This design comes from an exercise in tuning for small area on the open sky130 flow, not from production work. At most, simulation tests tie the RTL to the original design; equivalence was not proved. The RTL of runs 2 to 4 was laid out without a check of its function.

File: run.sh
#!/bin/bash
# synth_recipe.tcl (not shown) runs the flow's synth.tcl, then flattens the netlist and writes it again
# the make line also repeats each setting of config.mk as NAME=value (left out here)
make -C /OpenROAD-flow-scripts/flow DESIGN_CONFIG=/design/flow/config.mk WORK_HOME=/design/flow/orfs CLKGATE_MAP_FILE= SYNTH_SCRIPT=/design/flow/synth_recipe.tcl finish
File: config.mk
export PLATFORM = sky130hd
export DESIGN_NAME = dk_walk
export DESIGN_NICKNAME = dk_walk
export VERILOG_FILES = /design/flow/design.v
export SDC_FILE = /design/flow/constraint.sdc
export NUM_CORES = 4
export LEC_CHECK = 0
export CAP_MARGIN = 20
export CORE_MARGIN = 2
export CORE_UTILIZATION = 40
export SLEW_MARGIN = 20
File: constraint.sdc
create_clock -name core_clock -period 30.0 [get_ports {clk}]
set_input_delay 6.0000 -clock core_clock [delete_from_list [all_inputs] [get_ports {clk}]]
set_output_delay 6.0000 -clock core_clock [all_outputs]
set_load 0.01 [all_outputs]
File: design.v
module dkw_add #(parameter W = 8) (
    input  [W-1:0] a,
    input  [W-1:0] b,
    input          ci,
    output [W-1:0] s,
    output         co
);
    wire [W:0] c;
    assign c[0] = ci;
    genvar i;
    generate for (i = 0; i < W; i = i + 1) begin : g
        assign s[i] = a[i] ^ b[i] ^ c[i];
        assign c[i+1] = (a[i] & b[i]) | (a[i] & c[i]) | (b[i] & c[i]);
    end endgenerate
    assign co = c[W];
endmodule
module dkw_inc #(parameter W = 8) (
    input  [W-1:0] a,
    input          ci,
    output [W-1:0] s
);
    wire [W:0] c;
    assign c[0] = ci;
    genvar i;
    generate for (i = 0; i < W; i = i + 1) begin : g
        assign s[i] = a[i] ^ c[i];
        assign c[i+1] = a[i] & c[i];
    end endgenerate
endmodule
module dk_walk #(
    parameter CLOCK_RATE = 1000000,
    parameter SAMPLE_RATE = 96000
)(
    input clk,
    input I_RSTn,
    input audio_clk_en,
    input walk_en,
    output reg signed[15:0] out
);
    wire en = audio_clk_en;
    reg [7:0] lfsr;
    always @(posedge clk, negedge I_RSTn) begin
        if (!I_RSTn) lfsr <= 8'd255;
        else if (en) lfsr <= {lfsr[6:4], lfsr[3] ^ lfsr[7], lfsr[2] ^ lfsr[7], lfsr[1] ^ lfsr[7], lfsr[0], lfsr[7]};
    end
    wire [2:0] noise = {1'b0, lfsr[7:6]} - 3'd2;    
    reg [25:0] P1;
    reg w1;
    wire w_up = !walk_en;                                
    wire w_sat = w_up ? (P1 >= 26'd44371233)             
                      : (P1 <= 26'd47718);               
    wire [25:0] P1_add = w_up ? (w1 ? 26'd49887 : 26'd47718)
                              : (w1 ? -26'd47718 : -26'd49887);
    wire [25:0] P1_step;
    dkw_add #(26) u_p1(.a(P1_add), .b(P1), .ci(1'b0), .s(P1_step), .co());
    reg [4:0] step_h;
    always @* begin
        if (!w_sat)    step_h = w_up ? 5'd9 : 5'h17;
        else if (w_up) step_h = P1[0] ? (P1[1] ? 5'd2 : 5'd9) : 5'd0;
        else           step_h = P1[1] ? 5'h17 : (P1[0] ? 5'h1e : 5'd0);
    end
    always @(posedge clk, negedge I_RSTn) begin
        if (!I_RSTn) begin
            P1 <= 26'd0;
            w1 <= 1'b0;
        end else if (en) begin
            P1 <= w_sat ? (w_up ? 26'd44421120 : 26'd0) : P1_step;
            w1 <= !w_sat & !w1;
        end
    end
    wire [13:0] tmp1 = P1[25:12];              
    reg [16:0] sq_cnt;
    reg sq_unf;
    reg [26:0] P3;
    reg s1;
    wire [16:0] sq_cnt_inc;
    dkw_inc #(17) u_sqc(.a(sq_cnt), .ci(1'b1), .s(sq_cnt_inc));
    wire sq_wrap = sq_cnt == 17'd112323;
    wire sq_sat = sq_unf ? (P3 >= 27'd73879755)          
                         : (P3 <= 27'd151830);           
    wire [26:0] P3_add = sq_unf ? (s1 ? 27'd155445 : 27'd151830)
                                : (s1 ? -27'd151830 : -27'd155445);
    wire [26:0] P3_step;
    dkw_add #(27) u_p3(.a(P3_add), .b(P3), .ci(1'b0), .s(P3_step), .co());
    always @(posedge clk, negedge I_RSTn) begin
        if (!I_RSTn) begin
            sq_cnt <= 17'd0;
            sq_unf <= 1'b0;
            P3 <= 27'd0;
            s1 <= 1'b0;
        end else begin
            sq_cnt <= sq_wrap ? 17'd0 : sq_cnt_inc;
            if (en) begin
                sq_unf <= sq_cnt < 17'd56161;
                P3 <= sq_sat ? (sq_unf ? 27'd74035200 : 27'd0) : P3_step;
                s1 <= !sq_sat & !s1;
            end
        end
    end
    wire [14:0] tmp3 = P3[26:12];              
    reg [26:0] t;
    wire [15:0] c_a;                           
    dkw_add #(15) u_ca(.a({tmp1, 1'b0}), .b(tmp3), .ci(1'b0), .s(c_a[14:0]), .co(c_a[15]));
    wire [16:0] c_k;                           
    dkw_add #(17) u_ck(.a(17'd52920), .b({1'b0, c_a}), .ci(1'b0), .s(c_k), .co());
    wire [28:0] t5;
    dkw_add #(29) u_t5(.a({t, 2'b0}), .b({2'b0, t}), .ci(1'b0), .s(t5), .co());
    wire [16:0] H = t5[28:12];
    wire z = (t[11:0] == 12'd0);
    wire [26:0] t_u;
    dkw_add #(27) u_tu(.a({10'd0, c_k}), .b(t), .ci(z), .s(t_u), .co());
    wire [26:0] t_next;
    dkw_add #(27) u_tn(.a(~{10'd0, H}), .b(t_u), .ci(1'b0), .s(t_next), .co());
    always @(posedge clk) begin
        if (!I_RSTn) t <= 27'd0;
        else if (en) t <= t_next;
    end
    wire [28:0] t3;
    dkw_add #(28) u_t3(.a({t, 1'b0}), .b({1'b0, t}), .ci(1'b0), .s(t3[27:0]), .co(t3[28]));
    wire [36:0] t3a;                           
    dkw_add #(33) u_t3a(.a({t3, 4'd0}), .b({4'd0, t3}), .ci(1'b0), .s(t3a[32:0]), .co(t3a[33]));
    assign t3a[36:34] = 3'd0;
    wire [36:0] t819;                          
    dkw_add #(37) u_t819(.a({t3, 8'd0}), .b(t3a), .ci(1'b0), .s(t819), .co());
    wire [13:0] v_next = t819[35:22];
    reg [13:0] V;
    reg [6:0] E;
    wire e_dec = (V[6:0] == 7'd0) & (V[13:7] != 7'd0);
    wire [6:0] E_next = V[13:7] - {6'd0, e_dec};
    always @(posedge clk, negedge I_RSTn) begin
        if (!I_RSTn) begin
            V <= 14'd0;
            E <= 7'd0;
        end else begin
            V <= v_next;
            E <= E_next;
        end
    end
    wire [11:0] N = V[13:2];
    wire [6:0] dr [0:9];
    wire [8:0] q4;
    assign dr[0] = {3'd0, N[11:8]};
    genvar gi;
    generate for (gi = 0; gi < 9; gi = gi + 1) begin : dv
        wire [7:0] a = (gi == 0) ? {1'b0, dr[0]} : {dr[gi], N[8-gi]};
        wire [7:0] sm;
        dkw_add #(8) u_s(.a({1'b0, E}), .b(a), .ci(1'b1), .s(sm), .co());
        assign q4[8-gi] = sm[7];
        assign dr[gi+1] = sm[7] ? sm[6:0] : a[6:0];
    end endgenerate
    wire [6:0] q4m48 = q4[8:2] - 7'd48;
    reg [7:0] code_next;
    always @* begin
        if (q4[8:6] == 3'd0)  code_next = {2'd0, (q4[5:0] == 6'd0) ? 6'd1 : q4[5:0]};
        else if (q4 < 9'd192) code_next = {2'd1, q4[7], q4[5:1]};
        else                  code_next = {2'd2, q4m48[5:0]};
    end
    reg [7:0] c2, c3, c4, c5, c6, c7;
    always @(posedge clk, negedge I_RSTn) begin
        if (!I_RSTn) begin
            c2 <= {2'd0, 6'd1};     
            c6 <= 8'd0;             
            c7 <= {2'd0, 6'd1};     
        end else begin
            c2 <= code_next;
            c6 <= c5;
            c7 <= c6;
        end
    end
    always @(posedge clk) begin
        c3 <= c2;
        c4 <= c3;
        c5 <= c4;
    end
    reg [7:0] t0;
    always @* begin
        case (c7[5:0])
            6'd0: t0 = 8'd0;
            6'd1: t0 = 8'd4;
            6'd2: t0 = 8'd7;
            6'd3: t0 = 8'd11;
            6'd4: t0 = 8'd15;
            6'd5: t0 = 8'd19;
            6'd6: t0 = 8'd22;
            6'd7: t0 = 8'd26;
            6'd8: t0 = 8'd30;
            6'd9: t0 = 8'd33;
            6'd10: t0 = 8'd37;
            6'd11: t0 = 8'd40;
            6'd12: t0 = 8'd43;
            6'd13: t0 = 8'd47;
            6'd14: t0 = 8'd50;
            6'd15: t0 = 8'd54;
            6'd16: t0 = 8'd56;
            6'd17: t0 = 8'd60;
            6'd18: t0 = 8'd63;
            6'd19: t0 = 8'd66;
            6'd20: t0 = 8'd69;
            6'd21: t0 = 8'd72;
            6'd22: t0 = 8'd75;
            6'd23: t0 = 8'd78;
            6'd24: t0 = 8'd81;
            6'd25: t0 = 8'd84;
            6'd26: t0 = 8'd87;
            6'd27: t0 = 8'd90;
            6'd28: t0 = 8'd92;
            6'd29: t0 = 8'd95;
            6'd30: t0 = 8'd98;
            6'd31: t0 = 8'd101;
            6'd32: t0 = 8'd103;
            6'd33: t0 = 8'd106;
            6'd34: t0 = 8'd108;
            6'd35: t0 = 8'd111;
            6'd36: t0 = 8'd114;
            6'd37: t0 = 8'd117;
            6'd38: t0 = 8'd119;
            6'd39: t0 = 8'd121;
            6'd40: t0 = 8'd124;
            6'd41: t0 = 8'd126;
            6'd42: t0 = 8'd128;
            6'd43: t0 = 8'd131;
            6'd44: t0 = 8'd133;
            6'd45: t0 = 8'd136;
            6'd46: t0 = 8'd138;
            6'd47: t0 = 8'd140;
            6'd48: t0 = 8'd143;
            6'd49: t0 = 8'd145;
            6'd50: t0 = 8'd147;
            6'd51: t0 = 8'd149;
            6'd52: t0 = 8'd152;
            6'd53: t0 = 8'd154;
            6'd54: t0 = 8'd156;
            6'd55: t0 = 8'd158;
            6'd56: t0 = 8'd160;
            6'd57: t0 = 8'd162;
            6'd58: t0 = 8'd164;
            6'd59: t0 = 8'd167;
            6'd60: t0 = 8'd169;
            6'd61: t0 = 8'd171;
            6'd62: t0 = 8'd173;
            6'd63: t0 = 8'd175;
        endcase
    end
    reg bb;
    always @* begin
        case (c7)
            8'd66,
            8'd67,
            8'd70,
            8'd73,
            8'd75,
            8'd76,
            8'd78,
            8'd80,
            8'd82,
            8'd85,
            8'd88,
            8'd89,
            8'd92,
            8'd93,
            8'd96,
            8'd97,
            8'd98,
            8'd99,
            8'd103,
            8'd105,
            8'd106,
            8'd107,
            8'd108,
            8'd110,
            8'd111,
            8'd113,
            8'd114,
            8'd115,
            8'd117,
            8'd118,
            8'd119,
            8'd120,
            8'd121,
            8'd122,
            8'd129,
            8'd130,
            8'd131,
            8'd132,
            8'd133,
            8'd134,
            8'd135,
            8'd136,
            8'd137,
            8'd138,
            8'd139,
            8'd140,
            8'd141,
            8'd142,
            8'd144,
            8'd145,
            8'd146,
            8'd147,
            8'd148,
            8'd149,
            8'd150,
            8'd151,
            8'd152,
            8'd153,
            8'd154,
            8'd156,
            8'd157: bb = 1'b1;
            default: bb = 1'b0;
        endcase
    end
    wire [8:0] c177 = c7[7] ? 9'd354 : (c7[6] ? 9'd177 : 9'd0);
    wire [8:0] lnv;
    dkw_add #(9) u_ln(.a(c177), .b({1'b0, t0}), .ci(bb), .s(lnv), .co());
    reg [9:0] qc;
    reg [4:0] rc;
    wire [10:0] dq;                            
    dkw_add #(11) u_dq(.a(~{1'b0, qc}), .b({2'b0, lnv}), .ci(1'b1), .s(dq), .co());
    wire dq_zero = (dq == 11'd0);
    wire vco_lt_ch = !dq[10] & (!dq_zero | (rc == 5'd0));
    wire vco_lt_wl = !dq[10] | (dq[9:6] == 4'b1111);
    wire rc_wrap = rc >= 5'd17;
    wire [9:0] qc_inc;
    dkw_inc #(10) u_qc(.a(qc), .ci(rc_wrap), .s(qc_inc));
    reg vco_unf;
    reg vco_c;           
    reg [2:0] vco_k;
    always @(posedge clk, negedge I_RSTn) begin
        if (!I_RSTn) begin
            qc <= 10'd0;
            rc <= 5'd2;
            vco_unf <= 1'b0;
            vco_c <= 1'b0;
            vco_k <= 3'd0;
        end else begin
            if (vco_lt_wl) begin
                qc <= qc_inc;
                rc <= rc_wrap ? rc - 5'd17 : rc + 5'd2;
            end else begin
                qc <= 10'd0;
                rc <= 5'd2;
            end
            if (en) begin
                vco_unf <= vco_lt_ch;
                if (vco_unf != vco_c) begin
                    if (vco_k == 3'd5) begin vco_c <= vco_unf; vco_k <= 3'd0; end
                    else vco_k <= vco_k + 3'd1;
                end else if (vco_k != 3'd0) vco_k <= vco_k - 3'd1;
            end
        end
    end
    wire vco_on = vco_c | (vco_k != 3'd0);     
    reg signed [15:0] h7;
    reg signed [5:0] r7;
    wire [16:0] x7;                            
    wire x7_c;
    dkw_add #(16) u_x7(.a(h7), .b({{10{r7[5]}}, r7}), .ci(1'b0), .s(x7[15:0]), .co(x7_c));
    assign x7[16] = h7[15] ^ r7[5] ^ x7_c;
    wire [21:0] x7e = {{5{x7[16]}}, x7};
    wire [21:0] x7_5;                          
    dkw_add #(22) u_x75(.a(x7e), .b({x7e[19:0], 2'b0}), .ci(1'b0), .s(x7_5), .co());
    wire [21:0] x7_21;                         
    dkw_add #(22) u_x721(.a(x7_5), .b({x7e[17:0], 4'b0}), .ci(1'b0), .s(x7_21), .co());
    wire [5:0] y7 = x7_21[21:16];              
    wire nz7 = (x7[15:0] != 16'd0);            
    wire [15:0] h7_next;                       
    dkw_add #(16) u_h7(.a(x7[15:0]), .b(~{{10{y7[5]}}, y7}), .ci(!nz7), .s(h7_next), .co());
    wire [5:0] r7_next = {step_h, 1'b0} - {{3{noise[2]}}, noise};
    always @(posedge clk, negedge I_RSTn) begin
        if (!I_RSTn) begin
            h7 <= 16'sd0;
            r7 <= 6'sd0;
        end else if (en) begin
            h7 <= h7_next;
            r7 <= r7_next;
        end
    end
    wire [15:0] rect = (h7 > 16'sd0) ? h7 : {9'd0, h7[15:9]};
    wire [15:0] in8 = vco_on ? {rect[14:0], 1'b0} : 16'd0;
    reg signed [15:0] h8;
    reg [15:0] last8;
    wire [17:0] x8a;                           
    dkw_add #(18) u_x8a(.a({{2{h8[15]}}, h8}), .b({{2{in8[15]}}, in8}), .ci(1'b0), .s(x8a), .co());
    wire [17:0] x8;                            
    dkw_add #(18) u_x8(.a(x8a), .b(~{{2{last8[15]}}, last8}), .ci(1'b1), .s(x8), .co());
    wire [22:0] x8e = {{5{x8[17]}}, x8};
    wire [22:0] x8_13a;                        
    dkw_add #(23) u_x813a(.a(x8e), .b({x8e[20:0], 2'b0}), .ci(1'b0), .s(x8_13a), .co());
    wire [22:0] x8_13;                         
    dkw_add #(23) u_x813(.a(x8_13a), .b({x8e[19:0], 3'b0}), .ci(1'b0), .s(x8_13), .co());
    wire [6:0] y8f = x8_13[21:15];             
    wire nz8 = (x8[14:0] != 15'd0);            
    wire [15:0] h8_next;
    dkw_add #(16) u_h8(.a(x8[15:0]), .b(~{{9{y8f[6]}}, y8f}), .ci(!nz8), .s(h8_next), .co());
    wire [15:0] last8_next = in8 + {{13{noise[2]}}, noise};
    always @(posedge clk, negedge I_RSTn) begin
        if (!I_RSTn) begin
            h8 <= 16'sd0;
            last8 <= 16'd0;
        end else if (en) begin
            h8 <= h8_next;
            last8 <= last8_next;
        end
    end
    reg signed [15:0] lp;
    reg signed [11:0] g, sm;
    wire [15:0] dlp;
    dkw_add #(16) u_dlp(.a(h8), .b(~lp), .ci(1'b1), .s(dlp), .co());
    wire [21:0] dle = {{6{dlp[15]}}, dlp};
    wire [21:0] d40;                           
    dkw_add #(22) u_d40(.a({dle[16:0], 5'b0}), .b({dle[18:0], 3'b0}), .ci(1'b0), .s(d40), .co());
    wire [21:0] d39;                           
    dkw_add #(22) u_d39(.a(d40), .b(~dle), .ci(1'b1), .s(d39), .co());
    wire [15:0] lp_next;
    dkw_add #(16) u_lp(.a(lp), .b({{4{sm[11]}}, sm}), .ci(1'b0), .s(lp_next), .co());
    always @(posedge clk, negedge I_RSTn) begin
        if (!I_RSTn) begin
            lp <= 16'sd0;
            g <= 12'sd0;
            sm <= 12'sd0;
        end else if (en) begin
            lp <= lp_next;
        end else begin
            g <= d39[21:10];
            sm <= g;
        end
    end
    always @(posedge clk, negedge I_RSTn) begin
        if (!I_RSTn) out <= 16'sd0;
        else if (en) out <= lp;
    end
endmodule
==> results of run 1 <==
worst reg2reg max path: cells and delay by family (launching register included):
| kind | cells | cell delay (ps) |
|---|---|---|
| buffers and inverters | 13 | 1750 |
| and+or+nand+nor | 12 | 2330 |
| AOI/OAI and AO/OA | 19 | 3920 |
| DFF | 1 | 370 |
| muxes | 2 | 410 |
| xor gates and xnor gates | 1 | 440 |
| adders and majority gates | 50 | 19240 |
registers in the layout, indices dropped and copies added, names as in the netlist, 14 cells and up:
name / flops
V: 14
t: 27
h8: 16
out: 16
P3: 27
lp: 16
P1: 26
h7: 16
sq_cnt: 17
last8: 16
path summary, 6_finish.rpt:
check | slack (ps) | depth (start not counted) | from | to
max | 1550 | 97 | E[0] | c2[0]
min | 310 | 0 | c6[1] | c7[1]
max reg2reg | 1550 | 97 | E[0] | c2[0]
min reg2reg | 310 | 0 | c6[1] | c7[1]
max in group asynchronous | 23070 | 2 | I_RSTn | E[1]
min in group asynchronous | 5490 | 1 | I_RSTn | sq_cnt[10]
cells in the final DEF, fill, tap and decap left out, types with 11 or more instances in the layout:
cell	netlist	layout
dfstp_2	11	11
o211a_1	25	25
ha_1	138	138
dfxtp_1	51	51
nand2_1	144	144
nand2b_1	34	34
a22oi_1	15	15
maj3_1	40	40
o21a_1	13	13
o22ai_1	36	36
nor3_1	22	21
clkbuf_16	0	40
clkdlybuf4s50_1	0	17
mux2_2	69	69
nor2b_1	23	23
inv_1	388	388
dfrtp_1	244	243
nor4_1	15	15
a21o_1	11	11
a211oi_1	14	14
buf_4	0	19
clkbuf_8	0	11
nand4_1	14	14
a21oi_1	113	113
xnor2_1	38	38
mux2i_1	23	23
and2_1	24	24
o21ai_0	96	96
xor2_1	15	14
nand3_1	18	18
nor2_1	110	108
fa_1	395	395
final cells by class:
type	count	share of cell area [%]
clock buffers	56	4.13
clock inverters	14	0.516
inverters	391	5.22
multi-input cells	1588	58.7
flip-flops and latches	306	26.4
well taps	846	3.76
repair buffers	39	1.29
per-stage QoR:
| stage | cells | utilization, % |
|---|---|---|
| floorplan | 2355 | - |
| global placement | 3163 | 42.3 |
| detailed placement | 3163 | 42.3 |
| CTS | 3233 | 44.4 |
| global route | 3240 | 44.5 |
| finish | 3240 | 44.5 |
kinds of logic (layout without fill, tap and decap cells):
| family | count (synthesis) | count (layout) | share of synthesized area [%] |
|---|---|---|---|
| mux | 94 | 94 | 4.03 |
| simple gates | 445 | 445 | 8.40 |
| compound gates | 422 | 422 | 10.9 |
| xor+xnor | 53 | 53 | 1.81 |
| flops | 306 | 306 | 28.9 |
| buf+inv | 461 | 500 | 6.76 |
| fa+ha+maj | 574 | 574 | 39.2 |
per-layer routing:
metal,share of wire [%],routed length [um],global-route usage [%]
met1,46,23300,22.2
met2,49,24700,27.4
met3,3.2,1640,2.11
met4,2.1,1050,4.54
met5,0.036,18,0
repair_timing:
item	in CTS	in global routing
resized for setup	0	4
buffers inserted	0	7
endpoints found under the setup margin	0	1
==> flow_metrics.py, run 1 <==
metrics = {
    "global_route": {
        "antenna_found_initial": 1,
        "grt_pass1_wl_um": 89500,
        "grt_max_degree": 171,
        "first_global_vias": 17900,
        "grt_overflow": 0,
        "globalRouteTotalUtil_pct": 16.3,
    },
    "synthesis": {
        "synth-main-ff-cell": "dfrtp_1",
        "ys_top_cells_by_area": "fa_1 (31%), dfrtp_1 (24%), ha_1 (6.7%)",
        "synth_top_area_cell": "fa_1",
        "synth_edf_count": 0,
        "syn_nets": 2892,
        "yosysSeqAreaShare_pct": 28.9,
        "postSynthCellCount": 2355,
        "synth.most_common_cell": "fa_1",
        "ys_seq_elements": 306,
        "syn-cell-area_um2": 25700,
        "async_flop_share_pct": 83.3,
        "syn_avg_cell_area_um2": 10.9,
        "yosysWarnings": 1,
        "synth_top_area_share_pct": 30.8,
        "synth_common_cells": "fa_1 (395), inv_1 (388), dfrtp_1 (244)",
        "ys_types": 87,
    },
    "critical_path": {
        "crit_buf_inv": 13,
        "critical_path.max_stage_delay_ps": 670,
        "cpLargestDelayFamily": "adder cells",
        "cp-start-kind": "flop",
        "crit_arrival_ps": 28920,
        "crit_path_max_fanout": 19,
        "required_ps": 30470,
        "crit_slowest_cell": "fa_1",
        "worstSetupPathType": "flop to flop",
        "end_kind": "flop",
        "cpMostUsedCell": "fa_1",
    },
    "placed_design": {
        "port_buffers": 19,
        "gp_congestion": 0.863,
        "placed_cell_area_um2": 26800,
        "dp_hpwl_um": 39100,
        "dp_slack_ps": 1040,
    },
    "timing": {
        "worst_pin_slew_ps": 1110,
        "finalCritPeriodShare_pct": 94.8,
        "max_freq_mhz": 35.1,
        "drv_slew": 0,
        "finalSetupViolCount": 0,
        "hold_viol_final": 0,
        "timing.slew.headroom_pct": 25.8,
        "tns_ps": 0,
        "setup_ws_ps": 1550,
        "hold_slack_ps": 313,
        "fin_skew_ps": 40.7,
        "min_period_ps": 28450,
        "rsz0062_at_grt": "no",
    },
    "drt": {
        "ant_nets": 0,
        "first_pass_iters": 5,
        "routed_wl_um": 50700,
        "viasPerCell": 5.06,
        "first_iter_violations": 873,
        "wl_per_cell_um": 15.6,
        "drc_errors": 0,
        "num_vias": 16400,
    },
    "floorplan": {
        "rows": 92,
        "start_util_pct": 40.6,
        "ios": 20,
        "die_width_um": 257,
        "design.die.area_um2": 66200,
        "core_area_um2": 63200,
        "die_h_um": 257,
    },
    "cts": {
        "clk_pin_slew_worst_paths_ps": 60,
        "clock_sinks": 306,
        "cts_root_buf": "clkbuf_16",
        "cts_tree": "built",
        "ctsHtreeMaxLevel": 2,
        "numCtsBuffers": 38,
        "insertion_delay_ps": 580,
        "postCtsHoldBufs": 0,
        "clockBufferDepth": 3,
    },
    "finish": {
        "num-nets-final": 2901,
        "multi_input_area_um2": 16500,
        "antenna_cells": 0,
        "drive_gt1_share_pct": 8.35,
        "fillers": 5923,
        "seqCellArea_um2": 7420,
        "syn_to_final_growth_pct": 9.66,
        "final_area_um2": 28100,
    },
    "run_status": {
        "outcome": "no timing/DRC/antenna violations",
    },
    "flow_run": {
        "drv_cap": 0,
    },
    "hold_path": {
        "hold_class": "flop to flop",
    },
}
==> run 2: changes to the inputs <==
--- a/design.v
+++ b/design.v
@@ -50,5 +50,6 @@
     wire w_sat = w_up ? (P1 >= 26'd44371233)             
                       : (P1 <= 26'd47718);               
-    wire [25:0] P1_add = w_up ? (w1 ? 26'd49887 : 26'd47718)
+    wire [25:0] P1_add = !en ? 26'd0
+                       : w_up ? (w1 ? 26'd49887 : 26'd47718)
                               : (w1 ? -26'd47718 : -26'd49887);
     wire [25:0] P1_step;
@@ -64,7 +65,7 @@
             P1 <= 26'd0;
             w1 <= 1'b0;
-        end else if (en) begin
-            P1 <= w_sat ? (w_up ? 26'd44421120 : 26'd0) : P1_step;
-            w1 <= !w_sat & !w1;
+        end else begin
+            P1 <= (en & w_sat) ? (w_up ? 26'd44421120 : 26'd0) : P1_step;
+            if (en) w1 <= !w_sat & !w1;
         end
     end
@@ -79,5 +80,6 @@
     wire sq_sat = sq_unf ? (P3 >= 27'd73879755)          
                          : (P3 <= 27'd151830);           
-    wire [26:0] P3_add = sq_unf ? (s1 ? 27'd155445 : 27'd151830)
+    wire [26:0] P3_add = !en ? 27'd0
+                       : sq_unf ? (s1 ? 27'd155445 : 27'd151830)
                                 : (s1 ? -27'd151830 : -27'd155445);
     wire [26:0] P3_step;
@@ -91,7 +93,7 @@
         end else begin
             sq_cnt <= sq_wrap ? 17'd0 : sq_cnt_inc;
+            P3 <= (en & sq_sat) ? (sq_unf ? 27'd74035200 : 27'd0) : P3_step;
             if (en) begin
                 sq_unf <= sq_cnt < 17'd56161;
-                P3 <= sq_sat ? (sq_unf ? 27'd74035200 : 27'd0) : P3_step;
                 s1 <= !sq_sat & !s1;
             end
@@ -109,18 +111,15 @@
     wire z = (t[11:0] == 12'd0);
     wire [26:0] t_u;
-    dkw_add #(27) u_tu(.a({10'd0, c_k}), .b(t), .ci(z), .s(t_u), .co());
+    dkw_add #(27) u_tu(.a({10'd0, c_k & {17{en}}}), .b(t), .ci(z & en), .s(t_u), .co());
     wire [26:0] t_next;
-    dkw_add #(27) u_tn(.a(~{10'd0, H}), .b(t_u), .ci(1'b0), .s(t_next), .co());
+    dkw_add #(27) u_tn(.a(~{10'd0, H} & {27{en}}), .b(t_u), .ci(1'b0), .s(t_next), .co());
     always @(posedge clk) begin
         if (!I_RSTn) t <= 27'd0;
-        else if (en) t <= t_next;
+        else t <= t_next;
     end
-    wire [28:0] t3;
-    dkw_add #(28) u_t3(.a({t, 1'b0}), .b({1'b0, t}), .ci(1'b0), .s(t3[27:0]), .co(t3[28]));
-    wire [36:0] t3a;                           
-    dkw_add #(33) u_t3a(.a({t3, 4'd0}), .b({4'd0, t3}), .ci(1'b0), .s(t3a[32:0]), .co(t3a[33]));
-    assign t3a[36:34] = 3'd0;
-    wire [36:0] t819;                          
-    dkw_add #(37) u_t819(.a({t3, 8'd0}), .b(t3a), .ci(1'b0), .s(t819), .co());
+    wire [29:0] t13;                           
+    dkw_add #(30) u_t13(.a({t, 3'b0}), .b({1'b0, t5}), .ci(1'b0), .s(t13), .co());
+    wire [35:0] t819;                          
+    dkw_add #(36) u_t819(.a(~{6'd0, t13}), .b({t13, 6'd0}), .ci(1'b1), .s(t819), .co());
     wire [13:0] v_next = t819[35:22];
     reg [13:0] V;
@@ -354,6 +353,7 @@
     wire [16:0] x7;                            
     wire x7_c;
-    dkw_add #(16) u_x7(.a(h7), .b({{10{r7[5]}}, r7}), .ci(1'b0), .s(x7[15:0]), .co(x7_c));
-    assign x7[16] = h7[15] ^ r7[5] ^ x7_c;
+    wire [5:0] r7g = r7 & {6{en}};            
+    dkw_add #(16) u_x7(.a({{10{r7g[5]}}, r7g}), .b(h7), .ci(1'b0), .s(x7[15:0]), .co(x7_c));
+    assign x7[16] = h7[15] ^ r7g[5] ^ x7_c;
     wire [21:0] x7e = {{5{x7[16]}}, x7};
     wire [21:0] x7_5;                          
@@ -364,5 +364,5 @@
     wire nz7 = (x7[15:0] != 16'd0);            
     wire [15:0] h7_next;                       
-    dkw_add #(16) u_h7(.a(x7[15:0]), .b(~{{10{y7[5]}}, y7}), .ci(!nz7), .s(h7_next), .co());
+    dkw_add #(16) u_h7(.a(~{{10{y7[5]}}, y7} & {16{en}}), .b(x7[15:0]), .ci(!nz7 & en), .s(h7_next), .co());
     wire [5:0] r7_next = {step_h, 1'b0} - {{3{noise[2]}}, noise};
     always @(posedge clk, negedge I_RSTn) begin
@@ -370,7 +370,7 @@
             h7 <= 16'sd0;
             r7 <= 6'sd0;
-        end else if (en) begin
+        end else begin
             h7 <= h7_next;
-            r7 <= r7_next;
+            if (en) r7 <= r7_next;
         end
     end
@@ -378,9 +378,9 @@
     wire [15:0] in8 = vco_on ? {rect[14:0], 1'b0} : 16'd0;
     reg signed [15:0] h8;
-    reg [15:0] last8;
+    reg [15:0] nl8;                            
     wire [17:0] x8a;                           
     dkw_add #(18) u_x8a(.a({{2{h8[15]}}, h8}), .b({{2{in8[15]}}, in8}), .ci(1'b0), .s(x8a), .co());
     wire [17:0] x8;                            
-    dkw_add #(18) u_x8(.a(x8a), .b(~{{2{last8[15]}}, last8}), .ci(1'b1), .s(x8), .co());
+    dkw_add #(18) u_x8(.a({{2{nl8[15]}}, nl8}), .b(x8a), .ci(1'b1), .s(x8), .co());
     wire [22:0] x8e = {{5{x8[17]}}, x8};
     wire [22:0] x8_13a;                        
@@ -392,12 +392,12 @@
     wire [15:0] h8_next;
     dkw_add #(16) u_h8(.a(x8[15:0]), .b(~{{9{y8f[6]}}, y8f}), .ci(!nz8), .s(h8_next), .co());
-    wire [15:0] last8_next = in8 + {{13{noise[2]}}, noise};
+    wire [15:0] nl8_next = ~(in8 + {{13{noise[2]}}, noise});
     always @(posedge clk, negedge I_RSTn) begin
         if (!I_RSTn) begin
             h8 <= 16'sd0;
-            last8 <= 16'd0;
+            nl8 <= 16'hffff;
         end else if (en) begin
             h8 <= h8_next;
-            last8 <= last8_next;
+            nl8 <= nl8_next;
         end
     end
@@ -412,5 +412,5 @@
     dkw_add #(22) u_d39(.a(d40), .b(~dle), .ci(1'b1), .s(d39), .co());
     wire [15:0] lp_next;
-    dkw_add #(16) u_lp(.a(lp), .b({{4{sm[11]}}, sm}), .ci(1'b0), .s(lp_next), .co());
+    dkw_add #(16) u_lp(.a({{4{sm[11]}}, sm} & {16{en}}), .b(lp), .ci(1'b0), .s(lp_next), .co());
     always @(posedge clk, negedge I_RSTn) begin
         if (!I_RSTn) begin
@@ -418,9 +418,10 @@
             g <= 12'sd0;
             sm <= 12'sd0;
-        end else if (en) begin
-            lp <= lp_next;
         end else begin
-            g <= d39[21:10];
-            sm <= g;
+            lp <= lp_next;
+            if (!en) begin
+                g <= d39[21:10];
+                sm <= g;
+            end
         end
     end
--- a/config.mk
+++ b/config.mk
@@ -8,4 +8,7 @@
 export CAP_MARGIN = 20
 export CORE_MARGIN = 2
-export CORE_UTILIZATION = 40
+export CORE_UTILIZATION = 65
+export CTS_BUF_LIST = sky130_fd_sc_hd__clkbuf_16
+export CTS_CLUSTER_DIAMETER = 100
+export CTS_CLUSTER_SIZE = 30
 export SLEW_MARGIN = 20
==> run 2 against run 1 <==
Net effect: register-to-register slack improved by 470 ps; sequential share of layout area increased by 2.4 points; worst setup slack gained 470 ps; global-route usage increased by 9.7 points; design area fell by 7.9%; die area down 40%; synthesized cell count shrank 3.0%; clock-buffer cell count fell by 39; final cell count is 14% lower; clock skew down 13 ps; critical endpoint unchanged.
==> flow_metrics.py, run 2 <==
metrics = {
    "run_status": {
        "outcome": "no timing/DRC/antenna violations",
    },
    "critical_path": {
        "end_kind": "flop",
        "crit_slowest_cell": "ha_1",
        "cp-start-kind": "flop",
        "crit_arrival_ps": 28450,
        "required_ps": 30470,
        "cpLargestDelayFamily": "adder cells",
        "r2r_slack_ps": 2020,
        "crit_buf_inv": 7,
        "crit_path_max_fanout": 30,
        "cpMostUsedCell": "fa_1",
        "critical_path.max_stage_delay_ps": 780,
        "worstSetupPathType": "flop to flop",
    },
    "synthesis": {
        "synth.most_common_cell": "inv_1",
        "ys_top_cells_by_area": "fa_1 (31%), dfrtp_1 (23%), inv_1 (6.5%)",
        "yosysWarnings": 1,
        "syn_avg_cell_area_um2": 10.8,
        "syn_nets": 2798,
        "synth_edf_count": 0,
        "synth_common_cells": "inv_1 (425), fa_1 (388), dfrtp_1 (229)",
        "ys_seq_elements": 307,
        "yosysSeqAreaShare_pct": 30.2,
        "postSynthCellCount": 2285,
        "synth_top_area_cell": "fa_1",
        "async_flop_share_pct": 83.4,
        "ys_types": 80,
        "synth_top_area_share_pct": 31.5,
        "synth-main-ff-cell": "dfrtp_1",
        "syn-cell-area_um2": 24700,
    },
    "cts": {
        "clockBufferDepth": 3,
        "cts_root_buf": "clkbuf_16",
        "insertion_delay_ps": 540,
        "clock_sinks": 307,
        "clk_pin_slew_worst_paths_ps": 100,
        "ctsHtreeMaxLevel": 1,
        "cts_tree": "built",
        "postCtsHoldBufs": 0,
        "post_cts_resized": 0,
        "cts_setup_buffers": 0,
        "numCtsBuffers": 16,
    },
    "floorplan": {
        "die_width_um": 199,
        "core_area_um2": 37600,
        "rows": 71,
        "die_h_um": 199,
        "ios": 20,
        "start_util_pct": 65.7,
        "design.die.area_um2": 39600,
    },
    "drt": {
        "routed_wl_um": 46900,
        "first_iter_violations": 798,
        "num_vias": 15200,
        "ant_nets": 0,
        "drc_errors": 0,
        "viasPerCell": 5.46,
        "first_pass_iters": 5,
        "wl_per_cell_um": 16.8,
    },
    "finish": {
        "multi_input_area_um2": 15400,
        "seqCellArea_um2": 7460,
        "drive_gt1_share_pct": 6.35,
        "antenna_cells": 0,
        "final_cell_mix": "inv_1 (428), fa_1 (388), dfrtp_1 (229)",
        "top_regs": "P3 x27, t x27, P1 x26",
        "fillers": 2929,
        "final_common_cell": "inv_1",
        "num-nets-final": 2785,
        "syn_to_final_growth_pct": 4.94,
    },
    "timing": {
        "tns_ps": 0,
        "min_period_ps": 27980,
        "rsz0062_at_grt": "no",
        "max_freq_mhz": 35.7,
        "timing.slew.headroom_pct": 32.4,
        "worst_pin_slew_ps": 1010,
        "finalCritPeriodShare_pct": 93.3,
        "hold_viol_final": 0,
        "fin_skew_ps": 27.6,
        "drv_slew": 0,
        "finalSetupViolCount": 0,
    },
    "global_route": {
        "first_global_vias": 16500,
        "grt_pass1_wl_um": 81700,
        "antenna_found_initial": 0,
        "grt_max_degree": 102,
        "globalRouteTotalUtil_pct": 26.1,
        "grt_overflow": 0,
    },
    "placed_design": {
        "dp_hpwl_um": 37100,
        "port_buffers": 19,
        "gp_congestion": 0.927,
    },
    "flow_run": {
        "drv_cap": 0,
    },
    "hold_path": {
        "hold_class": "flop to flop",
    },
}
run 2: changes by cell type after synthesis, moves of 17 or more:
cell     before  now
a21oi_1     113   83
ha_1        138  121
inv_1       388  425
mux2_2       69   46
nor2_1      110  133
nor2b_1      23   51
o211a_1      25    0
o22ai_1      36   14
run 2: cell families (layout without fill, tap and decap cells):
kind of cell / count (synthesis) / after routing / share of synthesized area, %
flops: 307 / 307 / 30.2
compound gates: 306 / 306 / 7.85
simple gates: 516 / 516 / 10.3
xor+xnor: 61 / 61 / 2.27
fa+ha+maj: 544 / 544 / 39.0
mux: 63 / 63 / 2.83
buf+inv: 488 / 485 / 7.51
run 2: per-layer routing:
metal	global-route usage [%]	part of all wire, %	vias up
li1	-	-	7226
met1	37.2	46	7758
met2	43.7	49	205
met3	2.75	3.3	50
met4	6.05	1.7	0
met5	0	0	-
run 2: area by class of cell:
| cell class | count | area share, % |
|---|---|---|
| tap | 511 | 2.47 |
| sequential | 307 | 28.8 |
| inverter | 428 | 6.20 |
| timing repair buffer | 29 | 1.05 |
| clock buffer | 17 | 1.64 |
| multi-input combinational | 1490 | 59.4 |
| clock inverter | 11 | 0.430 |
run 2: final timing paths:
path	start	depth (start not counted)	end
max	E[1]	81	c2[0]
max reg2reg	E[1]	81	c2[0]
min in group asynchronous	I_RSTn	1	qc[3]
min reg2reg	c5[6]	0	c6[6]
min	c5[6]	0	c6[6]
max in group asynchronous	I_RSTn	3	g[9]
run 2: stage by stage:
stage          std cells  hold slack (ps)  util, %  setup WS, ps  area (um2)
4_1_cts             2793              336     68.9          2140       25900
3_3_place_gp        2765              314     67.5          2720       25400
5_1_grt             2793              339     68.9           561       25900
3_5_place_dp        2765              314     67.5          2210       25400
2_1_floorplan       2285              310        -          4570       24700
6_report            2793              335     68.9          2020       25900
run 2: worst register-to-register path: cells and delay by family (launching register included):
family,cells,cell delay (ps)
xor gates and xnor gates,5,2270
buffers and inverters,7,910
DFF,1,730
AOI/OAI and AO/OA,12,2070
adders and majority gates,48,19520
and+or+nand+nor,4,1120
muxes,5,1310
==> run 3: changes to the inputs <==
--- a/config.mk
+++ b/config.mk
@@ -9,6 +9,6 @@
 export CORE_MARGIN = 2
 export CORE_UTILIZATION = 65
-export CTS_BUF_LIST = sky130_fd_sc_hd__clkbuf_16
-export CTS_CLUSTER_DIAMETER = 100
-export CTS_CLUSTER_SIZE = 30
+export CTS_BUF_LIST = sky130_fd_sc_hd__clkbuf_8
+export CTS_CLUSTER_DIAMETER = 60
+export CTS_CLUSTER_SIZE = 16
 export SLEW_MARGIN = 20
==> run 3 against run 2 <==
Net effect: still clean; final cell count is 0.97% higher; fmax hardly changed; sequential share of layout area is 0.12 points lower; area after synthesis stayed put; worst hold slack worse by 2.9 ps; global-route usage hardly changed; synthesized cell count stayed put; clock-buffer cell count is 14 higher; critical endpoint unchanged.
==> flow_metrics.py, run 3 <==
metrics = {
    "finish": {
        "top_regs": "P3 x27, t x27, P1 x26",
        "drive_gt1_share_pct": 7.28,
        "syn_to_final_growth_pct": 5.36,
        "num-nets-final": 2799,
        "fillers": 2929,
        "final_common_cell": "inv_1",
        "final_cell_mix": "inv_1 (432), fa_1 (388), dfrtp_1 (229)",
        "final_util_pct": 69.2,
        "antenna_cells": 0,
    },
    "drt": {
        "wl_per_cell_um": 16.6,
        "ant_nets": 0,
        "num_vias": 15400,
        "viasPerCell": 5.45,
        "first_pass_iters": 5,
        "routed_wl_um": 46900,
        "drc_errors": 0,
        "first_iter_violations": 804,
    },
    "timing": {
        "finalSetupViolCount": 0,
        "tns_ps": 0,
        "timing.slew.headroom_pct": 31.8,
        "fin_skew_ps": 46.3,
        "drv_slew": 0,
        "rsz0062_at_grt": "no",
        "worst_pin_slew_ps": 1020,
        "hold_slack_ps": 332,
        "hold_viol_final": 0,
        "setup_ws_ps": 2020,
        "finalCritPeriodShare_pct": 93.3,
        "min_period_ps": 27980,
        "max_freq_mhz": 35.7,
    },
    "floorplan": {
        "start_util_pct": 65.7,
        "die_width_um": 199,
        "rows": 71,
        "design.die.area_um2": 39600,
        "ios": 20,
        "die_h_um": 199,
        "core_area_um2": 37600,
    },
    "cts": {
        "clk_pin_slew_worst_paths_ps": 90,
        "insertion_delay_ps": 650,
        "ctsHtreeMaxLevel": 1,
        "clockBufferDepth": 3,
        "cts_tree": "built",
        "numCtsBuffers": 30,
        "postCtsHoldBufs": 0,
        "clock_sinks": 307,
        "post_cts_resized": 0,
        "cts_setup_buffers": 0,
        "cts_root_buf": "clkbuf_8",
    },
    "flow_run": {
        "drv_cap": 0,
    },
    "global_route": {
        "globalRouteTotalUtil_pct": 26.0,
        "grt_overflow": 0,
        "grt_pass1_wl_um": 81900,
        "top_usage_layer": "met2",
        "grt_max_degree": 102,
        "antenna_found_initial": 0,
        "grt.met3_usage_pct": 3.19,
        "grt_use_met2_pct": 43.4,
        "grt_util_met1_pct": 37.2,
        "first_global_vias": 16600,
    },
    "synthesis": {
        "synth_edf_count": 0,
        "ys_types": 80,
        "synth-main-ff-cell": "dfrtp_1",
        "syn_nets": 2798,
        "syn-cell-area_um2": 24700,
        "synth_common_cells": "inv_1 (425), fa_1 (388), dfrtp_1 (229)",
        "syn_avg_cell_area_um2": 10.8,
        "ys_seq_elements": 307,
        "synth_top_area_cell": "fa_1",
        "postSynthCellCount": 2285,
        "yosysSeqAreaShare_pct": 30.2,
        "async_flop_share_pct": 83.4,
        "synth.most_common_cell": "inv_1",
        "yosysWarnings": 1,
        "ys_top_cells_by_area": "fa_1 (31%), dfrtp_1 (23%), inv_1 (6.5%)",
        "synth_top_area_share_pct": 31.5,
    },
    "critical_path": {
        "cpMostUsedCell": "fa_1",
        "required_ps": 30540,
        "crit_path_max_fanout": 30,
        "end_kind": "flop",
        "crit_arrival_ps": 28520,
        "worstSetupPathType": "flop to flop",
        "crit_slowest_cell": "ha_1",
        "cp-start-kind": "flop",
        "critical_path.max_stage_delay_ps": 780,
    },
    "hold_path": {
        "hold_class": "flop to flop",
    },
    "placed_design": {
        "gp_congestion": 0.927,
        "dp_slack_ps": 2210,
        "dp_hpwl_um": 37100,
        "port_buffers": 19,
    },
    "run_status": {
        "outcome": "no timing/DRC/antenna violations",
    },
}
run 3: logic make-up after synthesis:
family          Yosys count  share of synthesized area [%]
fa+ha+maj               544                           39.0
simple gates            516                           10.3
buf+inv                 488                           7.51
flops                   307                           30.2
compound gates          306                           7.85
mux                      63                           2.83
xor+xnor                 61                           2.27
run 3: routing by layer:
metal  vias to the layer above  wire length, um
li1                       7260                -
met1                      7792            21300
met2                       264            22900
met3                        63             1730
met4                         0              920
met5                         -                0
run 3: cell type report:
class                           count  area [um2]  area share (%)
Clock buffer                       31         427            1.64
Inverter                          428        1610            6.18
Clock inverter                     24         215           0.827
Sequential cell                   307        7460            28.7
Timing Repair Buffer               29         272            1.04
Tap cell                          511         639            2.46
Multi-Input combinational cell   1490       15400            59.2
run 3: worst paths after layout:
path                        start     end  slack, ps  depth (start not counted)
setup / recovery             E[1]   c2[0]       2020                         80
hold / removal              c3[3]   c4[3]        330                          0
setup reg to reg             E[1]   c2[0]       2020                         80
hold reg to reg             c3[3]   c4[3]        330                          0
max in group asynchronous  I_RSTn  lp[13]      22750                          3
min in group asynchronous  I_RSTn   qc[3]       5380                          1
run 3: critical path, delay by kind of cell (launching register included):
kind / cells / cell delay (ps)
adder cells (fa/ha/maj): 48 / 19480
XOR/XNOR: 5 / 2260
AO/OA/AOI/OAI: 11 / 2040
multiplexers: 5 / 1290
AND/OR/NAND/NOR: 4 / 1140
buffers and inverters: 7 / 910
flip-flops: 1 / 730
run 3: metrics by stage:
| step | cell area [um2] | cells |
|---|---|---|
| 2_1_floorplan | 24700 | 2285 |
| 3_3_place_gp | 25400 | 2765 |
| 3_5_place_dp | 25400 | 2765 |
| 4_1_cts | 26000 | 2820 |
| 5_1_grt | 26000 | 2820 |
| 6_report | 26000 | 2820 |
==> run 4: changes to the inputs <==
--- a/design.v
+++ b/design.v
@@ -48,6 +48,6 @@
     reg w1;
     wire w_up = !walk_en;                                
-    wire w_sat = w_up ? (P1 >= 26'd44371233)             
-                      : (P1 <= 26'd47718);               
+    wire w_sat = w_up ? (P1[25:12] >= 14'd10832)
+                      : (P1[25:16] == 10'd0) & (P1[15:14] != 2'b11);
     wire [25:0] P1_add = !en ? 26'd0
                        : w_up ? (w1 ? 26'd49887 : 26'd47718)
@@ -78,6 +78,6 @@
     dkw_inc #(17) u_sqc(.a(sq_cnt), .ci(1'b1), .s(sq_cnt_inc));
     wire sq_wrap = sq_cnt == 17'd112323;
-    wire sq_sat = sq_unf ? (P3 >= 27'd73879755)          
-                         : (P3 <= 27'd151830);           
+    wire sq_sat = sq_unf ? (P3[26:17] >= 10'd563)
+                         : (P3[26:18] == 9'd0);
     wire [26:0] P3_add = !en ? 27'd0
                        : sq_unf ? (s1 ? 27'd155445 : 27'd151830)
@@ -127,12 +127,7 @@
     wire e_dec = (V[6:0] == 7'd0) & (V[13:7] != 7'd0);
     wire [6:0] E_next = V[13:7] - {6'd0, e_dec};
-    always @(posedge clk, negedge I_RSTn) begin
-        if (!I_RSTn) begin
-            V <= 14'd0;
-            E <= 7'd0;
-        end else begin
-            V <= v_next;
-            E <= E_next;
-        end
+    always @(posedge clk) begin
+        V <= v_next;
+        E <= E_next;
     end
     wire [11:0] N = V[13:2];
@@ -142,9 +137,11 @@
     genvar gi;
     generate for (gi = 0; gi < 9; gi = gi + 1) begin : dv
+        localparam AW = (gi < 4) ? 4 + gi : 8;
         wire [7:0] a = (gi == 0) ? {1'b0, dr[0]} : {dr[gi], N[8-gi]};
+        wire [7:0] am = a & ((9'd1 << AW) - 9'd1);
         wire [7:0] sm;
-        dkw_add #(8) u_s(.a({1'b0, E}), .b(a), .ci(1'b1), .s(sm), .co());
+        dkw_add #(8) u_s(.a({1'b0, E}), .b(am), .ci(1'b1), .s(sm), .co());
         assign q4[8-gi] = sm[7];
-        assign dr[gi+1] = sm[7] ? sm[6:0] : a[6:0];
+        assign dr[gi+1] = (sm[7] ? sm[6:0] : am[6:0]) & ((8'd1 << ((AW < 7) ? AW : 7)) - 8'd1);
     end endgenerate
     wire [6:0] q4m48 = q4[8:2] - 7'd48;
@@ -158,9 +155,7 @@
     always @(posedge clk, negedge I_RSTn) begin
         if (!I_RSTn) begin
-            c2 <= {2'd0, 6'd1};     
             c6 <= 8'd0;             
             c7 <= {2'd0, 6'd1};     
         end else begin
-            c2 <= code_next;
             c6 <= c5;
             c7 <= c6;
@@ -168,4 +163,5 @@
     end
     always @(posedge clk) begin
+        c2 <= code_next;
         c3 <= c2;
         c4 <= c3;
@@ -309,10 +305,10 @@
     end
     wire [8:0] c177 = c7[7] ? 9'd354 : (c7[6] ? 9'd177 : 9'd0);
-    wire [8:0] lnv;
-    dkw_add #(9) u_ln(.a(c177), .b({1'b0, t0}), .ci(bb), .s(lnv), .co());
+    wire [9:0] lnv;                            
+    dkw_add #(9) u_ln(.a(c177), .b({1'b0, t0}), .ci(bb), .s(lnv[8:0]), .co(lnv[9]));
     reg [9:0] qc;
     reg [4:0] rc;
     wire [10:0] dq;                            
-    dkw_add #(11) u_dq(.a(~{1'b0, qc}), .b({2'b0, lnv}), .ci(1'b1), .s(dq), .co());
+    dkw_add #(11) u_dq(.a(~{1'b0, qc}), .b({1'b0, lnv}), .ci(1'b1), .s(dq), .co());
     wire dq_zero = (dq == 11'd0);
     wire vco_lt_ch = !dq[10] & (!dq_zero | (rc == 5'd0));
--- a/config.mk
+++ b/config.mk
@@ -9,6 +9,6 @@
 export CORE_MARGIN = 2
 export CORE_UTILIZATION = 65
-export CTS_BUF_LIST = sky130_fd_sc_hd__clkbuf_8
-export CTS_CLUSTER_DIAMETER = 60
-export CTS_CLUSTER_SIZE = 16
+export CTS_BUF_LIST = sky130_fd_sc_hd__clkbuf_16
+export CTS_CLUSTER_DIAMETER = 80
+export CTS_CLUSTER_SIZE = 24
 export SLEW_MARGIN = 20
==> run 4 against run 3 <==
Net effect: still clean; area after synthesis fell by 2.5%; register-to-register slack better by 2100 ps; via count shrank 4.4%; critical path type unchanged; largest cell class unchanged.
==> flow_metrics.py, run 4 <==
metrics = {
    "cts": {
        "clock_sinks": 307,
        "cts_root_buf": "clkbuf_16",
        "numCtsBuffers": 23,
        "cts_setup_buffers": 0,
        "clockBufferDepth": 3,
        "insertion_delay_ps": 560,
        "clk_pin_slew_worst_paths_ps": 90,
        "ctsHtreeMaxLevel": 1,
        "cts_tree": "built",
        "post_cts_resized": 0,
        "postCtsHoldBufs": 0,
    },
    "run_status": {
        "outcome": "no timing/DRC/antenna violations",
    },
    "finish": {
        "antenna_cells": 0,
        "final_common_cell": "inv_1",
        "top_regs": "P3 x27, t x27, P1 x26",
        "final_cell_mix": "inv_1 (412), fa_1 (386), dfrtp_1 (201)",
        "drive_gt1_share_pct": 6.66,
        "syn_to_final_growth_pct": 5.87,
        "final_util_pct": 69.7,
        "num-nets-final": 2714,
        "final_area_um2": 25500,
    },
    "synthesis": {
        "syn_nets": 2720,
        "ys_seq_elements": 307,
        "synth_edf_count": 0,
        "ys_top_cells_by_area": "fa_1 (32%), dfrtp_1 (21%), dfxtp_1 (6.7%)",
        "async_flop_share_pct": 73.9,
        "syn-cell-area_um2": 24100,
        "ys_types": 84,
        "synth_top_area_share_pct": 32.1,
        "yosysWarnings": 1,
        "synth_top_area_cell": "fa_1",
        "synth-main-ff-cell": "dfrtp_1",
        "synth_common_cells": "inv_1 (413), fa_1 (386), dfrtp_1 (201)",
        "synth.most_common_cell": "inv_1",
        "syn_avg_cell_area_um2": 10.9,
        "postSynthCellCount": 2212,
        "yosysSeqAreaShare_pct": 30.4,
    },
    "flow_run": {
        "drv_cap": 0,
    },
    "placed_design": {
        "dp_hpwl_um": 34700,
        "gp_congestion": 0.887,
        "port_buffers": 19,
        "placed_cell_area_um2": 24700,
    },
    "critical_path": {
        "cpMostUsedCell": "fa_1",
        "crit_path_max_fanout": 19,
        "cp-start-kind": "flop",
        "crit_slowest_cell": "dfxtp_1",
        "end_kind": "flop",
        "critical_path.max_stage_delay_ps": 740,
        "worstSetupPathType": "flop to flop",
        "crit_arrival_ps": 26360,
        "required_ps": 30450,
    },
    "drt": {
        "ant_nets": 0,
        "num_vias": 14700,
        "drc_errors": 0,
        "first_pass_iters": 5,
        "routed_wl_um": 44400,
        "viasPerCell": 5.47,
        "first_iter_violations": 529,
        "wl_per_cell_um": 16.5,
    },
    "global_route": {
        "first_global_vias": 15900,
        "grt_max_degree": 107,
        "antenna_found_initial": 0,
        "grt_pass1_wl_um": 77700,
        "globalRouteTotalUtil_pct": 25.0,
        "grt_overflow": 0,
    },
    "floorplan": {
        "die_h_um": 196,
        "design.die.area_um2": 38600,
        "ios": 20,
        "core_area_um2": 36500,
        "rows": 70,
        "die_width_um": 196,
        "start_util_pct": 65.9,
    },
    "timing": {
        "worst_pin_slew_ps": 979,
        "timing.slew.headroom_pct": 34.5,
        "tns_ps": 0,
        "drv_slew": 0,
        "max_freq_mhz": 38.6,
        "min_period_ps": 25910,
        "finalCritPeriodShare_pct": 86.4,
        "rsz0062_at_grt": "no",
        "fin_skew_ps": 30.1,
        "finalSetupViolCount": 0,
        "hold_viol_final": 0,
    },
    "hold_path": {
        "hold_class": "flop to flop",
    },
}
-- run 4: cell types whose count changed after synthesis, sizes merged, moves of 7 or more --
cell   delta
a21o      +7
dfxtp    +29
inv      -13
nand3     -7
maj3      -7
nor4      -7
nor2      +7
o21ai    -20
mux2      -7
dfrtp    -28
-- run 4: kinds of logic (layout without fill, tap and decap cells) --
logic type | count (synthesis) | count (layout) | share of synthesized area (%)
flip-flops | 307 | 307 | 30.4
multiplexers | 62 | 62 | 2.98
adder cells (fa/ha/maj) | 532 | 532 | 39.4
AO/OA/AOI/OAI | 280 | 280 | 7.34
XOR/XNOR | 55 | 55 | 2.03
AND/OR/NAND/NOR | 500 | 500 | 10.2
buffers and inverters | 476 | 486 | 7.56
-- run 4: metrics by stage --
stage	hold slack [ps]	instances	setup WS [ps]
3_3_place_gp	310	2649	4640
2_1_floorplan	310	2212	5390
4_1_cts	320	2690	4140
6_report	320	2690	4090
5_1_grt	327	2690	2630
3_5_place_dp	312	2649	4190
-- run 4: worst max-delay path: cells and delay by family (launching register included) --
| family | cells | cell delay, ps |
|---|---|---|
| compound gates | 12 | 1980 |
| xor+xnor | 3 | 850 |
| fa+ha+maj | 42 | 17540 |
| buf+inv | 5 | 910 |
| flops | 1 | 740 |
| mux | 2 | 430 |
| simple gates | 12 | 3350 |
-- run 4: path summary, 6_finish.rpt --
kind / cells after the start / from / slack, ps / endpoint
min reg2reg: 0 / c2[3] / 320 / c3[3]
min: 0 / c2[3] / 320 / c3[3]
max: 76 / E[1] / 4090 / c2[0]
max in group asynchronous: 3 / I_RSTn / 22550 / sq_cnt[3]
min in group asynchronous: 1 / I_RSTn / 5450 / c6[5]
max reg2reg: 76 / E[1] / 4090 / c2[0]
-- run 4: area by class of cell --
cell class              count  area (um2)
multi-input cells        1429       14900
inverters                 415        1560
clock buffers              23         576
flip-flops and latches    307        7310
fillers                  2758       11100
well taps                 468         586
repair buffers             30         283
clock inverters            18         225
-- run 4: per-layer routing --
layer  wire, um  GRT usage, %
met5          0             0
met3       1350          2.77
met2      21800          42.3
met4       1040          6.48
met1      20200          35.1
==> run 5: changes to the inputs <==
--- a/design.v
+++ b/design.v
@@ -73,25 +73,25 @@
     reg [16:0] sq_cnt;
     reg sq_unf;
-    reg [26:0] P3;
+    reg [28:0] P3;
     reg s1;
     wire [16:0] sq_cnt_inc;
     dkw_inc #(17) u_sqc(.a(sq_cnt), .ci(1'b1), .s(sq_cnt_inc));
     wire sq_wrap = sq_cnt == 17'd112323;
-    wire sq_sat = sq_unf ? (P3[26:17] >= 10'd563)
-                         : (P3[26:18] == 9'd0);
-    wire [26:0] P3_add = !en ? 27'd0
-                       : sq_unf ? (s1 ? 27'd155445 : 27'd151830)
-                                : (s1 ? -27'd151830 : -27'd155445);
-    wire [26:0] P3_step;
-    dkw_add #(27) u_p3(.a(P3_add), .b(P3), .ci(1'b0), .s(P3_step), .co());
+    wire sq_sat = sq_unf ? (P3[28:17] >= 12'd2217)
+                         : (P3[28:17] < 12'd1655);
+    wire [28:0] P3_add = !en ? 29'd0
+                       : sq_unf ? (s1 ? 29'd155445 : 29'd151830)
+                                : (s1 ? -29'd151830 : -29'd155445);
+    wire [28:0] P3_step;
+    dkw_add #(29) u_p3(.a(P3_add), .b(P3), .ci(1'b0), .s(P3_step), .co());
     always @(posedge clk, negedge I_RSTn) begin
         if (!I_RSTn) begin
             sq_cnt <= 17'd0;
             sq_unf <= 1'b0;
-            P3 <= 27'd0;
+            P3 <= 29'd216760320;
             s1 <= 1'b0;
         end else begin
             sq_cnt <= sq_wrap ? 17'd0 : sq_cnt_inc;
-            P3 <= (en & sq_sat) ? (sq_unf ? 27'd74035200 : 27'd0) : P3_step;
+            P3 <= (en & sq_sat) ? (sq_unf ? 29'd290795520 : 29'd216760320) : P3_step;
             if (en) begin
                 sq_unf <= sq_cnt < 17'd56161;
@@ -100,10 +100,8 @@
         end
     end
-    wire [14:0] tmp3 = P3[26:12];              
+    wire [16:0] tmp3k = P3[28:12];             
     reg [26:0] t;
-    wire [15:0] c_a;                           
-    dkw_add #(15) u_ca(.a({tmp1, 1'b0}), .b(tmp3), .ci(1'b0), .s(c_a[14:0]), .co(c_a[15]));
     wire [16:0] c_k;                           
-    dkw_add #(17) u_ck(.a(17'd52920), .b({1'b0, c_a}), .ci(1'b0), .s(c_k), .co());
+    dkw_add #(17) u_ck(.a({2'b0, tmp1, 1'b0}), .b(tmp3k), .ci(1'b0), .s(c_k), .co());
     wire [28:0] t5;
     dkw_add #(29) u_t5(.a({t, 2'b0}), .b({2'b0, t}), .ci(1'b0), .s(t5), .co());
--- a/config.mk
+++ b/config.mk
@@ -6,9 +6,10 @@
 export NUM_CORES = 4
 export LEC_CHECK = 0
+export ABC_AREA = 1
 export CAP_MARGIN = 20
 export CORE_MARGIN = 2
 export CORE_UTILIZATION = 65
-export CTS_BUF_LIST = sky130_fd_sc_hd__clkbuf_16
-export CTS_CLUSTER_DIAMETER = 80
-export CTS_CLUSTER_SIZE = 24
+export CTS_BUF_LIST = sky130_fd_sc_hd__clkbuf_8
+export CTS_CLUSTER_DIAMETER = 50
+export CTS_CLUSTER_SIZE = 18
 export SLEW_MARGIN = 20
==> run 5 against run 4 <==
Net effect: still clean; die area decreased by 0.58%; non-clock buffer count decreased by 2; final cell count increased by 9.4%; critical path type unchanged.
==> flow_metrics.py, run 5 <==
metrics = {
    "cts": {
        "cts_root_buf": "clkbuf_8",
        "postCtsHoldBufs": 0,
        "numCtsBuffers": 41,
        "cts_setup_buffers": 0,
        "clk_pin_slew_worst_paths_ps": 90,
        "clock_sinks": 309,
        "cts_tree": "built",
        "post_cts_resized": 0,
        "clockBufferDepth": 3,
        "insertion_delay_ps": 630,
        "ctsHtreeMaxLevel": 2,
    },
    "drt": {
        "num_vias": 15700,
        "drc_errors": 0,
        "first_iter_violations": 660,
        "viasPerCell": 5.32,
        "wl_per_cell_um": 15.8,
        "ant_nets": 0,
        "routed_wl_um": 46400,
        "first_pass_iters": 5,
    },
    "timing": {
        "hold_viol_final": 0,
        "max_freq_mhz": 41.0,
        "worst_pin_slew_ps": 1020,
        "finalCritPeriodShare_pct": 81.4,
        "finalSetupViolCount": 0,
        "timing.slew.headroom_pct": 31.9,
        "min_period_ps": 24410,
        "tns_ps": 0,
        "fin_skew_ps": 49.1,
        "drv_slew": 0,
        "rsz0062_at_grt": "no",
    },
    "finish": {
        "antenna_cells": 0,
        "final_common_cell": "inv_1",
        "top_regs": "P3 x29, t x27, P1 x26",
        "num-nets-final": 2944,
        "largest_register": "P3",
        "largest_register_ffs": 29,
        "syn_to_final_growth_pct": 6.45,
        "final_area_um2": 25500,
        "fillers": 2897,
        "drive_gt1_share_pct": 8.53,
        "fin_cells": 2943,
        "final_cell_mix": "inv_1 (524), fa_1 (388), nand2_1 (371)",
    },
    "synthesis": {
        "synth-main-ff-cell": "dfrtp_1",
        "yosysWarnings": 1,
        "synth.most_common_cell": "inv_1",
        "yosysSeqAreaShare_pct": 30.8,
        "ys_seq_elements": 309,
        "synth_common_cells": "inv_1 (522), fa_1 (388), nand2_1 (371)",
        "synth_edf_count": 0,
        "syn_avg_cell_area_um2": 9.86,
        "syn-cell-area_um2": 23900,
        "ys_types": 63,
        "synth_top_area_cell": "fa_1",
        "synth_top_area_share_pct": 32.5,
        "ys_top_cells_by_area": "fa_1 (32%), dfrtp_1 (20%), inv_1 (8.2%)",
        "syn_nets": 2924,
        "postSynthCellCount": 2425,
        "async_flop_share_pct": 74.1,
    },
    "critical_path": {
        "crit_slowest_cell": "dfxtp_1",
        "crit_arrival_ps": 24940,
        "cpMostUsedCell": "fa_1",
        "cpLargestDelayFamily": "adder cells",
        "r2r_slack_ps": 5590,
        "crit_buf_inv": 6,
        "reg2reg_depth": 86,
        "r2r_end": "c2[0]",
        "cp-start-kind": "flop",
        "worstSetupPathType": "flop to flop",
        "required_ps": 30530,
        "end_kind": "flop",
        "r2r-start": "E[1]",
        "critical_path.max_stage_delay_ps": 740,
        "crit_path_max_fanout": 14,
    },
    "global_route": {
        "antenna_found_initial": 0,
        "grt_overflow": 0,
        "globalRouteTotalUtil_pct": 26.4,
        "grt_pass1_wl_um": 80800,
        "first_global_vias": 16800,
        "grt_max_degree": 82,
    },
    "floorplan": {
        "ios": 20,
        "rows": 70,
        "die_width_um": 196,
        "die_h_um": 196,
        "core_area_um2": 36400,
        "start_util_pct": 65.6,
        "design.die.area_um2": 38300,
    },
    "hold_path": {
        "hold_start": "c3[2]",
        "hold_class": "flop to flop",
        "min_to": "c4[2]",
        "hold_depth": 0,
    },
    "placed_design": {
        "dp_hpwl_um": 36600,
        "placed_cell_area_um2": 24600,
        "place_inst": 2870,
        "port_buffers": 19,
        "gp_congestion": 0.884,
    },
    "flow_run": {
        "drv_cap": 0,
    },
    "run_status": {
        "outcome": "no timing/DRC/antenna violations",
    },
}
## run 5: cell families (layout without fill, tap and decap cells)
kind of cell,count (synthesis),in the layout,synth area share (%)
multiplexers,1,1,0.0471
buffers and inverters,581,631,9.23
AO/OA/AOI/OAI,263,263,6.59
adder cells (fa/ha/maj),495,495,38.1
XOR/XNOR,35,35,1.28
AND/OR/NAND/NOR,741,741,13.9
flip-flops,309,309,30.8
## run 5: area by class of cell
class	instances	area, um2	share of cell area, %
multi-input combinational	1535	14300	56.3
timing repair buffer	28	260	1.02
tap	468	586	2.30
sequential	309	7380	29.0
clock inverter	31	322	1.26
clock buffer	42	578	2.27
inverter	530	2000	7.84
## run 5: per-stage QoR
stage                     hold WS (ps)  util [%]  setup slack (ps)
after floorplan                    310         -              7460
final                              323      69.9              5590
after global placement             310      67.4              6170
after global routing               328      69.9              4080
after CTS                          321      69.9              5590
after detailed placement           312      67.4              5640
## run 5: metal layers
metal	track usage, %	up-vias	routed length (um)
met1	37.2	7852	20600
met2	43.5	265	22800
met4	7.74	0	1040
li1	-	7474	-
met5	0	-	0
met3	3.76	75	1900
## run 5: worst max-delay path by stage
stage / to / slack (ps) / startpoint / cells past startpoint
floorplan: c2[0] / 7460 / E[1] / 90
global placement: c2[0] / 6170 / E[1] / 86
detailed placement: c2[0] / 5640 / E[1] / 86
CTS: c2[0] / 5590 / E[1] / 86
global route: c2[0] / 4080 / E[1] / 86
finish: c2[0] / 5590 / E[1] / 86

## what the ideal ports hide
The flow's constraints put no driver on any port. The routed layouts listed below were extracted and timed again, unchanged, in two steps. Step 1 (the two cells are an assumption about what drives the block):
set clk [get_ports {clk}]
set_driving_cell -lib_cell sky130_fd_sc_hd__clkbuf_16 $clk
set_driving_cell -lib_cell sky130_fd_sc_hd__buf_2 [delete_from_list [all_inputs] $clk]
Step 2 adds t to the input delays and takes it off the output delays; t is the mean of the earliest and latest rising clock arrival at the registers after step 1. Input paths then give back, and output paths get back, about the clock's delay inside the block. Three values: ideal, step 1, step 2; two values: the first two.
run	t, ns	setup slack, ns	worst hold slack (ns)
run 1	0.623	1.546 / 1.546 / 1.546	0.313 / 0.313 / 0.313
run 2	0.585	2.015 / 2.015 / 2.015	0.335 / 0.335 / 0.335
run 3	0.675	2.016 / 2.016 / 2.016	0.332 / 0.332 / 0.332
run 4	0.605	4.087 / 4.087 / 4.087	0.320 / 0.320 / 0.320
run 5	0.661	5.586 / 5.586 / 5.586	0.323 / 0.323 / 0.323
After both steps every run listed still meets setup and hold.
